This is an optimization exercise on Yosys and OpenROAD, whose aim is small area, a short achievable clock period and few clock cycles per item, not a production implementation. Where RTL was checked, it was by simulation tests only, not by an equivalence proof against the original. Power and IR drop assume default switching activity.

Design systolic_matrix_mult, start of the top module:
module systolic_matrix_mult #(
    parameter DATA_WIDTH = 16,
    parameter FRAC_WIDTH = 8,
    parameter M = 4,
    parameter N = 4,
    parameter K = 4
)(
    input wire clk,
    input wire rst_n,
    input wire start,
    input wire signed [DATA_WIDTH-1:0] a_data,
    input wire [$clog2(M)-1:0] a_row,
    input wire [$clog2(K)-1:0] a_col,
    input wire a_valid,
    input wire signed [DATA_WIDTH-1:0] b_data,
    input wire [$clog2(K)-1:0] b_row,
    input wire [$clog2(N)-1:0] b_col,
    input wire b_valid,
    output reg signed [DATA_WIDTH-1:0] c_data,
    output reg [$clog2(M)-1:0] c_row,
    output reg [$clog2(N)-1:0] c_col,
    output reg c_valid,
    output reg done
);
Settings: LEC_CHECK=0, CAP_MARGIN=20, CORE_MARGIN=2, CORE_UTILIZATION=30, SLEW_MARGIN=20; clock period 10.0 ns.
standard.sh (not shown) runs the stock make flow with config.mk's settings and CLKGATE_MAP_FILE= SYNTH_SCRIPT=/design/flow/synth_recipe.tcl, a recipe that flattens the netlist after the stock synthesis.
==> flow/flow/run.sh <==
#!/bin/bash
set -euo pipefail
margin=$(cat flow/margin.txt)
bash standard.sh SETUP_SLACK_MARGIN="$margin" finish > standard_flow.log 2>&1
==> flow/flow/margin.txt <==
7.0
The first run produced a clean layout.
Testbench counts at the start, summed over its fixed seeds: cycles 51,521, items 1,600.
Rerun with:
==> flow/flow/margin.txt (replaced) <==
6.7
CORE_UTILIZATION = 50   (was 30)
Effect: Sequential cell count is unchanged. Clock-buffer cell count went down by 12. Non-clock buffer count went down by 270. Setup slack got worse by 0.030 ns. Critical path depth went down by 5. Utilization went up by 19 points. Via count went down by a few percent. Sequential share of layout area went up by 4.3 points.
Rerun with:
==> flow/flow/margin.txt (replaced) <==
6.6
CORE_UTILIZATION = 30   (was 50)
Sequential share of layout area is about the same.
Fmax shrinks by 5.1%.
Cell count grows by 15%.
Worst setup slack loses 0.18 ns.
Clock power hardly moves.
Wire length hardly moves.
Worst hold slack loses 0.0079 ns.
Global-route usage shrinks by 11 points.
Rerun with:
==> flow/flow/margin.txt (replaced) <==
6.8
Effect: The changed run went through all stages and came out clean. Combinational power increases by a few percent. Critical path depth goes up by 5. Via count came out higher by a few percent. Wire length increases by a little under a tenth. Clock-buffer cell count falls by 4. Die area is unchanged. Non-clock buffer count is higher by 148. Maximum frequency grows by a little under a tenth. Hold slack gets better by 0.014 ns.

========
systolic_matrix_mult, a different RTL version from the one above (not shown whole).
Size in the first run: about 49000 µm² of cells after synthesis.
Design systolic_matrix_mult, start of the top module:
module systolic_matrix_mult #(
    parameter DATA_WIDTH = 16,
    parameter FRAC_WIDTH = 8,
    parameter M = 4,
    parameter N = 4,
    parameter K = 4
)(
    input wire clk,
    input wire rst_n,
    input wire start,
    input wire signed [DATA_WIDTH-1:0] a_data,
    input wire [$clog2(M)-1:0] a_row,
    input wire [$clog2(K)-1:0] a_col,
    input wire a_valid,
    input wire signed [DATA_WIDTH-1:0] b_data,
    input wire [$clog2(K)-1:0] b_row,
    input wire [$clog2(N)-1:0] b_col,
    input wire b_valid,
    output reg signed [DATA_WIDTH-1:0] c_data,
    output reg [$clog2(M)-1:0] c_row,
    output reg [$clog2(N)-1:0] c_col,
    output reg c_valid,
    output reg done
);
export LEC_CHECK = 0
export CAP_MARGIN = 20
export CORE_MARGIN = 2
export CORE_UTILIZATION = 40
export CTS_CLUSTER_DIAMETER = 120
export CTS_CLUSTER_SIZE = 28
export SLEW_MARGIN = 20
create_clock -name core_clock -period 10.0 [get_ports {clk}]
==> flow/flow/margin.txt <==
6.8
Scripts as last shown in full above: flow/flow/run.sh
Testbench counts at the start, summed over its fixed seeds: cycles 51,521, items 1,600.
Rerun with:
==> flow/flow/margin.txt (replaced) <==
6.6
- CORE_UTILIZATION: 40 -> 50
- CTS_CLUSTER_DIAMETER: 120 -> 100
- CTS_CLUSTER_SIZE: 28 -> 24
Effect: Combinational power goes down by about 3%. Wire length goes down by 1.7%. Final area goes down by 3.8%. First-iteration DRC count goes down by about 3.7%. Synthesized area does not change. Setup slack got worse by 70 ps. Power stays flat. Synthesized cell count stays the same.
Rerun with:
==> flow/flow/margin.txt (replaced) <==
6.5
- CORE_UTILIZATION: 50 -> 40
- CTS_CLUSTER_DIAMETER: 100 -> 120
- CTS_CLUSTER_SIZE: 24 -> 28
=>
- design area stays flat
- maximum frequency goes down by 1.6%
- global-route usage falls by 6.6 points
Rerun with:
==> flow/flow/margin.txt (replaced) <==
6.6
- CORE_UTILIZATION: 40 -> 50
Result: The changed run completed with no timing, DRC or antenna violations; first-iteration DRC count decreases by 3.3%; global-route usage increases by 6.6 points; synthesized cell count is unchanged; core utilization increases by 11 points; power barely changes; routed wire length increases by 0.96%; worst hold slack stays flat.

========
## old
Another version of the RTL of systolic_matrix_mult (not shown whole).
Size: roughly 4,200 cells after synthesis, ~890 flip-flops, about 67 I/O pins.
clock: 10.0 ns
lec_check: 0
cap_margin: 20
core_margin: 2
core_utilization: 40
cts_buf_list: sky130_fd_sc_hd__clkbuf_8
cts_cluster_size: 30
slew_margin: 20
==> flow/flow/margin.txt <==
6.5
Scripts as last shown in full above: flow/flow/run.sh
old | status: complete | timing, DRC, antenna: pass
Relative to old, the following input files were edited for new:
- removing CTS_CLUSTER_SIZE (formerly 30)
- changing CORE_UTILIZATION from 40 to 60
- removing CTS_BUF_LIST (formerly sky130_fd_sc_hd__clkbuf_8)
## What came out
From old to new the numbers moved as follows: wire length on met1 now smaller, number of inserted filler cells in the final layout now smaller, clock latency reported for the late side of the worst-skew pair now smaller.
Area growth from synthesis to layout: new < old
new: flow completed, timing, DRC and antenna clean
Summary — fraction of area in clock buffers and inverters, new relative to old: higher, by 0.31 points.
new reports a lower design area than old does.
The share of cells above drive strength 1 in new was lower than what old gave.
Function was not checked in any run of this note: the RTL went through the layout flow alone.

========
systolic_matrix_mult, a different RTL version from the one above (not shown whole).
Size: roughly 4,300 cells after synthesis, about 970 flip-flops, roughly 51,000 µm² of cells after synthesis.
clock: 10.0 ns
lec_check: 0
cap_margin: 20
core_margin: 2
core_utilization: 30
slew_margin: 20
==> flow/flow/margin.txt <==
6.6
Scripts as last shown in full above: flow/flow/run.sh
Testbench counts at the start, summed over its fixed seeds: cycles 51,521, items 1,600.
Rerun with:
--- a/flow/config.mk
+++ b/flow/config.mk
@@ -8,4 +8,4 @@
 export CAP_MARGIN = 20
 export CORE_MARGIN = 2
-export CORE_UTILIZATION = 30
+export CORE_UTILIZATION = 45
 export SLEW_MARGIN = 20
Result:
- via count drops by 1.1%
- area after synthesis stays the same
- routed wire length shrinks by 2.6%
- total power is lower by 0.32%
- clock skew barely changes
- sequential share of layout area grows by 0.55 points
- worst setup slack degrades by 0.088 ns
- critical path depth falls by 3
- global-route usage goes up by 8.0 points
- final area shrinks by 1.3%
Rerun with:
--- a/flow/config.mk
+++ b/flow/config.mk
@@ -9,3 +9,4 @@
 export CORE_MARGIN = 2
 export CORE_UTILIZATION = 45
+export CTS_BUF_LIST = sky130_fd_sc_hd__clkbuf_4
 export SLEW_MARGIN = 20
- wire length rose by 1.3%
- first-iteration DRC count shrinks by 3.9%
- global-route usage increases by 0.49 points
- fmax fell by 1.9%
- sequential power hardly moves

========
## run 4
Another version of the RTL of systolic_matrix_mult (not shown whole).
Size: about 880 flip-flops, roughly 48000 sq um of cells after synthesis.
==> flow/config.mk <==
export PLATFORM = sky130hd
export DESIGN_NAME = systolic_matrix_mult
export DESIGN_NICKNAME = systolic_matrix_mult
export VERILOG_FILES = /design/flow/design.v
export SDC_FILE = /design/flow/constraint.sdc
export NUM_CORES = 4
export LEC_CHECK = 0
export CAP_MARGIN = 20
export CORE_MARGIN = 2
export CORE_UTILIZATION = 30
export SLEW_MARGIN = 20
==> flow/constraint.sdc <==
create_clock -name core_clock -period 10.0 [get_ports {clk}]
set_input_delay 2.0000 -clock core_clock [delete_from_list [all_inputs] [get_ports {clk}]]
set_output_delay 2.0000 -clock core_clock [all_outputs]
set_load 0.01 [all_outputs]
Scripts as last shown in full above: flow/flow/run.sh, flow/flow/margin.txt
> inputs changed (run 4 -> run 5)
==> flow/flow/margin.txt <==
6.8
==> comparison <==
Run 4 has a higher share of the core filled with cells than run 5. Looking at met2 global-route usage, run 5 sits 0.19 points lower than run 4 does. Run 5 vs. run 4: maximum operating frequency went down by about 0.4%. Reported leakage power ended up 0.00036 uW lower on run 5 than on run 4. Comparing run 4 and run 5, combinational cell fraction of total power is higher on run 4. Diff run 4 -> run 5: wire length now sits lower, global-route usage fell by 0.96 points.
No run of this note included a check of the RTL's function; only the layout flow was run.

========
Setup of main:
RTL: one of the versions met above, not the one the previous note started from.
For scale: ~4000 cells after synthesis, ~920 flip-flops, roughly 49000 um2 of cells after synthesis.
Settings: LEC_CHECK=0, CAP_MARGIN=20, CORE_MARGIN=2, CORE_UTILIZATION=60, CTS_CLUSTER_DIAMETER=120, CTS_CLUSTER_SIZE=28, SLEW_MARGIN=20; clock period 10.0 ns.
==> flow/flow/margin.txt <==
6.6
Scripts as last shown in full above: flow/flow/run.sh
Testbench counts of main, summed over its fixed seeds: cycles 51,521, items 1,600.
Input changes introduced in the feature branch (baseline for comparison: main):
- changing CORE_UTILIZATION from 60 to 40
Findings:
Worst setup slack: the feature branch vs main up 0.043 ns. On met3 wire length: between main and the feature branch, it ends up lower for the feature branch. Against main as the reference, the feature branch delivers a lower final period utilization. The feature branch completed end to end with timing, DRC and antenna clean. The critical path depth reported for the feature branch is smaller than that of main by 5. The feature branch -> main: final area flat. Changes observed in the feature branch relative to main: post-cts repair resize count went down; utilization lost 22 points; cell count went up by 526.

========
Setup of run 2:
Another version of the RTL of systolic_matrix_mult (not shown whole).
Size: roughly 4,300 cells after synthesis, roughly 890 flip-flops, ~67 I/O pins.
## systolic_matrix_mult
module systolic_matrix_mult #(
    parameter DATA_WIDTH = 16,
    parameter FRAC_WIDTH = 8,
    parameter M = 4,
    parameter N = 4,
    parameter K = 4
)(
    input wire clk,
    input wire rst_n,
    input wire start,
    input wire signed [DATA_WIDTH-1:0] a_data,
    input wire [$clog2(M)-1:0] a_row,
    input wire [$clog2(K)-1:0] a_col,
    input wire a_valid,
    input wire signed [DATA_WIDTH-1:0] b_data,
    input wire [$clog2(K)-1:0] b_row,
    input wire [$clog2(N)-1:0] b_col,
    input wire b_valid,
    output reg signed [DATA_WIDTH-1:0] c_data,
    output reg [$clog2(M)-1:0] c_row,
    output reg [$clog2(N)-1:0] c_col,
    output reg c_valid,
    output reg done
);
    reg [15:0] mat_a [0:15];
    reg [15:0] mat_b [0:15];
    always @(posedge clk) begin
        if (a_valid) mat_a[{a_row, a_col}] <= a_data;
        if (b_valid) mat_b[{b_row, b_col}] <= b_data;
    end
    reg [2:0] a_cnt [0:3];
    reg [2:0] b_cnt [0:3];
    reg [15:0] issued;
    reg [3:0] a_full, b_full;
    reg [15:0] cand;
    reg [3:0] row_ok;
    reg [3:0] row_cand;
    reg pick_v;
    reg [1:0] pick_i, pick_j;
    reg [15:0] pick;
    integer x, y;
    always @(*) begin
        for (x = 0; x < 4; x = x + 1) a_full[x] = a_cnt[x][2];
        for (y = 0; y < 4; y = y + 1) b_full[y] = b_cnt[y][2];
        for (x = 0; x < 4; x = x + 1)
            for (y = 0; y < 4; y = y + 1)
                cand[x*4+y] = a_full[x] & b_full[y] & ~issued[x*4+y];
        for (x = 0; x < 4; x = x + 1) row_ok[x] = |cand[x*4 +: 4];
        pick_v = |row_ok;
        pick_i = row_ok[0] ? 2'd0 : row_ok[1] ? 2'd1 : row_ok[2] ? 2'd2 : 2'd3;
  ...
Settings: LEC_CHECK=0, ABC_CLOCK_PERIOD_IN_PS=3000, CAP_MARGIN=20, CORE_MARGIN=2, CORE_UTILIZATION=30, SETUP_SLACK_MARGIN=5, SLEW_MARGIN=20; clock period 10.0 ns.
run.sh (not shown) runs the stock make flow with config.mk's settings and CLKGATE_MAP_FILE= SYNTH_SCRIPT=/design/flow/synth_recipe.tcl, a recipe that flattens the netlist after the stock synthesis.
Stock flow here: none of the scripts above is used.
Testbench counts of run 2, summed over its fixed seeds: cycles 49,921, items 1,600.
Changes in run 3 relative to run 2:
- clearing SETUP_SLACK_MARGIN, which used to be 5
- clearing ABC_CLOCK_PERIOD_IN_PS, which used to be 3000
==> flow/flow/run.sh (new file) <==
#!/bin/bash
set -euo pipefail
margin=$(cat flow/margin.txt)
bash standard.sh SETUP_SLACK_MARGIN="$margin" finish > standard_flow.log 2>&1
==> flow/flow/margin.txt (new file) <==
6.5
==> flow/standard.sh (new file) <==
#!/bin/bash
# synth_recipe.tcl (not shown) runs the flow's synth.tcl, then flattens the netlist and writes it again
# the make line also repeats each setting of config.mk as NAME=value (left out here)
make -C /OpenROAD-flow-scripts/flow DESIGN_CONFIG=/design/flow/config.mk WORK_HOME=/design/flow/orfs CLKGATE_MAP_FILE= SYNTH_SCRIPT=/design/flow/synth_recipe.tcl "${@:-finish}"
removed: flow/run.sh
==> comparison <==
Run 3 completed every stage of the flow, and the final layout passed the timing, design-rule and antenna checks.
Compared to run 2, run 3 has cell depth of the worst flop-to-flop path 4 higher.
Changes observed in run 3 relative to run 2: number of buffers created by CTS now smaller; worst-case clock skew now larger; total number of multi-input combinational cells comparable; cell-internal power now larger.
Per the comparison of run 3 with run 2, via count increased 1,275, final setup slack of the worst path went up 0.70 ns, wire length of the first global-routing pass higher, worst hold slack dropped 0.0032 ns.
Across both runs, total buffers and inverters traversed by the critical path was higher for run 3 than for run 2.
Compared to run 2, the routing of run 3 uses more wire.

========
systolic_matrix_mult with an RTL version that a note above also has.
Size: ~4000 cells after synthesis, ~920 flip-flops, roughly 67 I/O pins.
// systolic_matrix_mult
module systolic_matrix_mult #(
    parameter DATA_WIDTH = 16,
    parameter FRAC_WIDTH = 8,
    parameter M = 4,
    parameter N = 4,
    parameter K = 4
)(
    input wire clk,
    input wire rst_n,
    input wire start,
    input wire signed [DATA_WIDTH-1:0] a_data,
    input wire [$clog2(M)-1:0] a_row,
    input wire [$clog2(K)-1:0] a_col,
    input wire a_valid,
    input wire signed [DATA_WIDTH-1:0] b_data,
    input wire [$clog2(K)-1:0] b_row,
    input wire [$clog2(N)-1:0] b_col,
    input wire b_valid,
    output reg signed [DATA_WIDTH-1:0] c_data,
    output reg [$clog2(M)-1:0] c_row,
    output reg [$clog2(N)-1:0] c_col,
    output reg c_valid,
    output reg done
);
==> flow/config.mk <==
export PLATFORM = sky130hd
export DESIGN_NAME = systolic_matrix_mult
export DESIGN_NICKNAME = systolic_matrix_mult
export VERILOG_FILES = /design/flow/design.v
export SDC_FILE = /design/flow/constraint.sdc
export NUM_CORES = 4
export LEC_CHECK = 0
export CAP_MARGIN = 20
export CORE_MARGIN = 2
export CORE_UTILIZATION = 40
export SLEW_MARGIN = 20
==> flow/constraint.sdc <==
create_clock -name core_clock -period 10.0 [get_ports {clk}]
set_input_delay 2.0000 -clock core_clock [delete_from_list [all_inputs] [get_ports {clk}]]
set_output_delay 2.0000 -clock core_clock [all_outputs]
set_load 0.01 [all_outputs]
standard.sh (not shown) runs the stock make flow with config.mk's settings and CLKGATE_MAP_FILE= SYNTH_SCRIPT=/design/flow/synth_recipe.tcl, a recipe that flattens the netlist after the stock synthesis.
==> flow/flow/run.sh <==
#!/bin/bash
set -euo pipefail
margin=$(cat flow/margin.txt)
bash standard.sh SETUP_SLACK_MARGIN="$margin" finish > standard_flow.log 2>&1
==> flow/flow/margin.txt <==
6.6
Testbench counts at the start, summed over its fixed seeds: cycles 51,521, items 1,600.
Next try:
==> flow/flow/margin.txt (replaced) <==
6.8
Result: Critical path depth falls by 2. Power stays flat. Final cell count increases by about 2.2%. Design area goes up by 4.5%. Wire length increases by about 6%. Synthesized cell count stays the same. Via count increases by 2.7%.

-- what the ideal ports hide --
The flow's constraints put no driver on any port. The routed layouts listed below were extracted and timed again, unchanged, in two steps.
Step 1: set_driving_cell puts a clkbuf_16 on clk and a buf_2 on each other input, an assumption about the parent block.
Step 2 adds t to the input delays and takes it off the output delays; t is the mean of the earliest and latest rising clock arrival at the registers after step 1. Input paths then give back, and output paths get back, about the clock's delay inside the block.
Three values: ideal, step 1, step 2; two values: the first two.
run | shift t [ns] | setup WS [ns] | hold WS [ns] | latest minus earliest clock arrival (ns) | worst slew at a driven data input, ns
the first run of note 1 | 0.781 | 6.701 / 6.691 / 6.267 | 0.313 / 0.313 / 0.313 | 0.095 / 0.094 | 0.06
the second run of note 1 | 0.740 | 6.671 / 6.681 / 5.969 | 0.319 / 0.319 / 0.319 | 0.030 / 0.029 | 0.05
the third run of note 1 | 0.740 | 6.492 / 6.532 / 5.792 | 0.311 / 0.311 / 0.311 | 0.064 / 0.063 | 0.08
the fourth run of note 1 | 0.770 | 6.748 / 6.747 / 6.109 | 0.325 / 0.325 / 0.325 | 0.058 / 0.058 | 0.04
the first run of note 2 | 0.734 | 6.653 / 6.653 / 6.120 | 0.336 / 0.336 / 0.336 | 0.069 / 0.069 | 0.05
the second run of note 2 | 0.727 | 6.583 / 6.583 / 5.994 | 0.329 / 0.329 / 0.329 | 0.053 / 0.054 | 0.04
the third run of note 2 | 0.738 | 6.526 / 6.548 / 5.832 | 0.335 / 0.335 / 0.335 | 0.061 / 0.061 | 0.05
the fourth run of note 2 | 0.711 | 6.645 / 6.610 / 6.028 | 0.335 / 0.335 / 0.335 | 0.052 / 0.052 | 0.04
old | 0.893 | 6.157 / 6.157 / 5.718 | 0.325 / 0.325 / 0.325 | 0.050 / 0.050 | 0.07
new | 0.722 | 6.158 / 6.158 / 5.923 | 0.327 / 0.327 / 0.327 | 0.041 / 0.041 | 0.06
the first run of note 4 | 0.785 | 6.553 / 6.553 / 5.905 | 0.324 / 0.324 / 0.324 | 0.064 / 0.064 | 0.08
the second run of note 4 | 0.756 | 6.464 / 6.464 / 5.958 | 0.323 / 0.323 / 0.323 | 0.067 / 0.067 | 0.06
the third run of note 4 | 1.183 | 6.395 / 6.326 / 5.632 | 0.327 / 0.327 / 0.327 | 0.140 / 0.139 | 0.06
run 4 | 0.764 | 6.296 / 6.296 / 5.862 | 0.324 / 0.324 / 0.324 | 0.052 / 0.053 | 0.07
run 5 | 0.777 | 6.281 / 6.281 / 6.062 | 0.326 / 0.326 / 0.326 | 0.090 / 0.090 | 0.05
main | 0.696 | 6.547 / 6.547 / 5.979 | 0.335 / 0.335 / 0.335 | 0.039 / 0.039 | 0.08
the feature branch | 0.697 | 6.590 / 6.590 / 5.944 | 0.324 / 0.324 / 0.324 | 0.034 / 0.034 | 0.04
run 2 | 0.740 | 5.520 / 5.520 / 5.520 | 0.327 / 0.327 / 0.327 | 0.023 / 0.023 | 0.07
run 3 | 0.742 | 6.223 / 6.223 / 5.850 | 0.324 / 0.324 / 0.324 | 0.036 / 0.036 | 0.07
the first run of note 8 | 0.738 | 6.665 / 6.636 / 5.980 | 0.324 / 0.324 / 0.324 | 0.052 / 0.052 | 0.04
the second run of note 8 | 0.752 | 6.763 / 6.726 / 6.071 | 0.327 / 0.327 / 0.327 | 0.044 / 0.044 | 0.05
After both steps setup and hold are still met in every run listed. The setup slack of the third run of note 4, which loses most, moves by -0.069 ns with the drivers and by -0.763 ns with both steps.
